What follows belongs to an exercise in optimizing a design on an open flow for small area, a short achievable clock period and few clock cycles; a production flow would make more cautious choices.
The RTL was checked by simulation tests, not by an equivalence proof against the original design.
No activity file was given, so power comes from the tool's default toggle rates.

== run 1 ==
==> flow/design.v (excerpt) <==
module LASER(CLK, RST, X, Y, C1X, C1Y, C2X, C2Y, DONE);
input CLK, RST;
input [3:0] X, Y;
output reg DONE;
output [3:0] C1X, C1Y, C2X, C2Y;
reg rq;
reg [3:0] xq;
reg [15:0] m0;
reg [15:0] m2;
reg [15:0] m3;
reg [15:0] m4;
reg [15:0] m5;
reg [15:0] m6;
reg [15:0] m7;
reg [15:0] m8;
reg [15:0] m9;
reg [15:0] m10;
reg [15:0] m11;
reg [15:0] m12;
reg [15:0] m13;
reg [15:0] m14;
reg [5:0] u;
wire [2:0] ph = u[2:0];
reg we, keep, cut, v6, v5, upd, last1, clr;
reg [3:0] yo;    
wire [5:0] un = (rq | (u == 6'd59)) ? 6'd63 : u + 6'd1;
wire [15:0] pdec = we ? (16'd1 << yo) : 16'd0;
always @(posedge CLK) begin
  rq <= RST;
  xq <= X;
  yo <= Y - {ph, 1'b0} - 4'd4;
  u <= un;
  we    <= ~RST & (un <= 6'd39);
  keep  <= ~RST & (un <= 6'd54);
  cut   <= (un >= 6'd40) & (un <= 6'd47);
  v6    <= (un[2:0] <= 3'd6);
  v5    <= (un[2:0] <= 3'd5);
  upd   <= ~RST & (un >= 6'd43) & (un <= 6'd58);
  last1 <= (un == 6'd50);
  clr   <= RST | (un == 6'd63);
end
localparam [7:0] E0_0 = 8'b11111010, E0_1 = 8'b01111111;
wire [1:0] wr0 = m0[1:0] & ~({2{cut}} & {E0_1[ph], E0_0[ph]});
always @(posedge CLK) m0 <= (keep ? {wr0, m0[15:2]} : 16'd0) | ((xq == 4'd0) ? pdec : 16'd0);
localparam [7:0] E2_0 = 8'b01110111, E2_1 = 8'b10101111;
wire [1:0] wr2 = m2[1:0] & ~({2{cut}} & {E2_1[ph], E2_0[ph]});
always @(posedge CLK) m2 <= (keep ? {wr2, m2[15:2]} : 16'd0) | ((xq == 4'd2) ? pdec : 16'd0);
localparam [7:0] E3_0 = 8'b01110111, E3_1 = 8'b10101111;
wire [1:0] wr3 = m3[1:0] & ~({2{cut}} & {E3_1[ph], E3_0[ph]});
always @(posedge CLK) m3 <= (keep ? {wr3, m3[15:2]} : 16'd0) | ((xq == 4'd3) ? pdec : 16'd0);
localparam [7:0] E4_0 = 8'b11111111, E4_1 = 8'b10101111;
wire [1:0] wr4 = m4[1:0] & ~({2{cut}} & {E4_1[ph], E4_0[ph]});
always @(posedge CLK) m4 <= (keep ? {wr4, m4[15:2]} : 16'd0) | ((xq == 4'd4) ? pdec : 16'd0);
  ...
For scale: roughly 1600 cells after synthesis, about 350 flip-flops, ~14000 um^2 of cells after synthesis.
Settings: LEC_CHECK=0, ABC_AREA=1, CAP_MARGIN=20, CORE_MARGIN=2, CORE_UTILIZATION=40, CTS_BUF_LIST=sky130_fd_sc_hd__clkbuf_4 sky130_fd_sc_hd__clkbuf_8, SETUP_SLACK_MARGIN=3.7, SLEW_MARGIN=20; clock period 6.0 ns.
run.sh (not shown) runs the stock make flow with config.mk's settings and CLKGATE_MAP_FILE= SYNTH_SCRIPT=/design/flow/synth_recipe.tcl, a recipe that flattens the netlist after the stock synthesis.
Testbench counts of run 1, summed over its fixed seeds: cycles 15,608.
Edits applied to the flow inputs when going from run 1 to run 2:
Settings: SETUP_SLACK_MARGIN changed from 3.7 to 3.6.
Results
Route | run 2 vs run 1 | wire shorter in run 2
Changes observed in run 2 relative to run 1: number of fillers in the final layout went up by 21, part of the power in combinational logic shows a reduction of 0.5 points, clock power share decreased by 1.4 points relative to the old numbers, count of nets after finishing now sits lower, wire length of the first global-routing pass went up.
Sort run 2 and run 1 by total power consumption of the routed design, ascending, and run 2 comes first.
[compare] base=run 1 new=run 2: design area fell about 1.5%, portion of the clock cycle consumed by the worst path in the final layout shows an increase of 1.5 points.
Run 2 vs run 1 on maximum frequency: run 2 is the lower one.
Between run 2 and run 1, it is run 2 whose transition at the pin with the smallest max-transition slack is lower, by 0.037 ns.
diff inputs: run 2 => run 3
Settings: SETUP_SLACK_MARGIN: 3.6 -> 3.8.
==> run summary <==
Global routing met1 resource utilization across run 3 and run 2: no real change. Diff run 2 -> run 3 | pre-CTS setup slack | increase of 0.062 ns. Run 3 against run 2: core utilization went up, number of non-filler instances in the completed layout higher, layout multi-input combinational cell count now sits at about the same level. The slew of the pin with the lowest slew margin number comes out higher for run 3 vs run 2. Worst-path cell with the longest stage delay = sky130_fd_sc_hd__dfxtp_2: run 3; worst-path cell with the longest stage delay = sky130_fd_sc_hd__dfxtp_1: run 2. Changes observed in run 3 relative to run 2: clock-pin slew on the worst setup and hold paths shows no meaningful change; setup slack shows an increase of 0.098 ns.

========
Setup of old:
LASER, a different RTL version from the one above (not shown whole).
Size in the first run: ~1,600 cells after synthesis, about 350 flip-flops, roughly 14,000 um2 of cells after synthesis.
clock: 6.0 ns
lec_check: 0
abc_area: 1
cap_margin: 20
core_margin: 2
core_utilization: 40
cts_buf_list: sky130_fd_sc_hd__clkbuf_4 sky130_fd_sc_hd__clkbuf_8
setup_slack_margin: 3.7
slew_margin: 20
Testbench counts of old, summed over its fixed seeds: cycles 15,608.
Input-level comparison between new and old:
# old
export LEC_CHECK = 0
export ABC_AREA = 1
export CAP_MARGIN = 20
export CORE_MARGIN = 2
export CORE_UTILIZATION = 40
export CTS_BUF_LIST = sky130_fd_sc_hd__clkbuf_4 sky130_fd_sc_hd__clkbuf_8
export SETUP_SLACK_MARGIN = 3.7
export SLEW_MARGIN = 20
create_clock -name core_clock -period 6.0 [get_ports {CLK}]
# new
export LEC_CHECK = 0
export ABC_AREA = 1
export CAP_MARGIN = 20
export CORE_MARGIN = 2
export CORE_UTILIZATION = 40
export CTS_BUF_LIST = sky130_fd_sc_hd__clkbuf_16
export CTS_CLUSTER_DIAMETER = 150
export CTS_CLUSTER_SIZE = 20
export GPL_TIMING_DRIVEN = 0
export SETUP_SLACK_MARGIN = 3.7
export SLEW_MARGIN = 20
create_clock -name core_clock -period 6.0 [get_ports {CLK}]
Notes after the runs:
- Diff old -> new | actual transition at the worst max-transition pin | increase of 0.19 ns
- When new is measured against old, its net total in the final layout turns out about 2.2% higher.
- Cmp new and old / count of clock-buffer cells in the layout / higher: old
- On combinational power, the lower figure sits with old, not new.
- Changes observed in new relative to old: count of flip-flops with a built-in enable after synthesis has remained practically unchanged; buffer and inverter count on the worst path has increased; area taken by flip-flops and latches has remained practically unchanged.
- Looking at share of the final layout cell area in sequential cells, new sits above old.
- Compare new and old | post-CTS setup repair buffer count higher: new
- Of new and old, the lower final wirelength belongs to old.
- new finished end to end and its layout was clean on timing, DRC and antenna.
- new — worst-case setup margin in the final layout 0.052 ns lower, old as reference
- old reports its first element of the critical path as c0c while new reports keep.

## port drivers added, routing unchanged
In the flow no input, the clock included, has a driving cell. The finished layouts below were timed again as built, in two steps. Step 1: set_driving_cell puts a clkbuf_16 on CLK and a buf_2 on each other input, an assumption about the parent block. Step 2 also shifts input and output timing later by t, the mid clock arrival at the registers, as if the neighbouring blocks saw the same clock. Three values: ideal ports, drivers, drivers and shift; two values: the first two.
run | t, ns | setup WS [ns] | worst hold slack (ns) | slew at the worst register clock pin (ns) | worst slew at a driven data input, ns
run 1 | 0.621 | 3.751 / 3.707 / 3.215 | 0.349 / 0.349 / 0.349 | 0.07 / 0.07 | 0.03
run 2 | 0.613 | 3.661 / 3.613 / 3.129 | 0.353 / 0.353 / 0.353 | 0.07 / 0.07 | 0.03
run 3 | 0.651 | 3.759 / 3.713 / 3.214 | 0.352 / 0.352 / 0.352 | 0.07 / 0.07 | 0.03
old | 0.621 | 3.751 / 3.711 / 3.233 | 0.343 / 0.343 / 0.343 | 0.07 / 0.07 | 0.03
new | 0.567 | 3.698 / 3.698 / 3.257 | 0.356 / 0.356 / 0.356 | 0.09 / 0.09 | 0.04
After both steps every run listed still meets setup and hold. The setup slack of run 3, which loses most, moves by -0.046 ns with the drivers and by -0.545 ns with both steps.
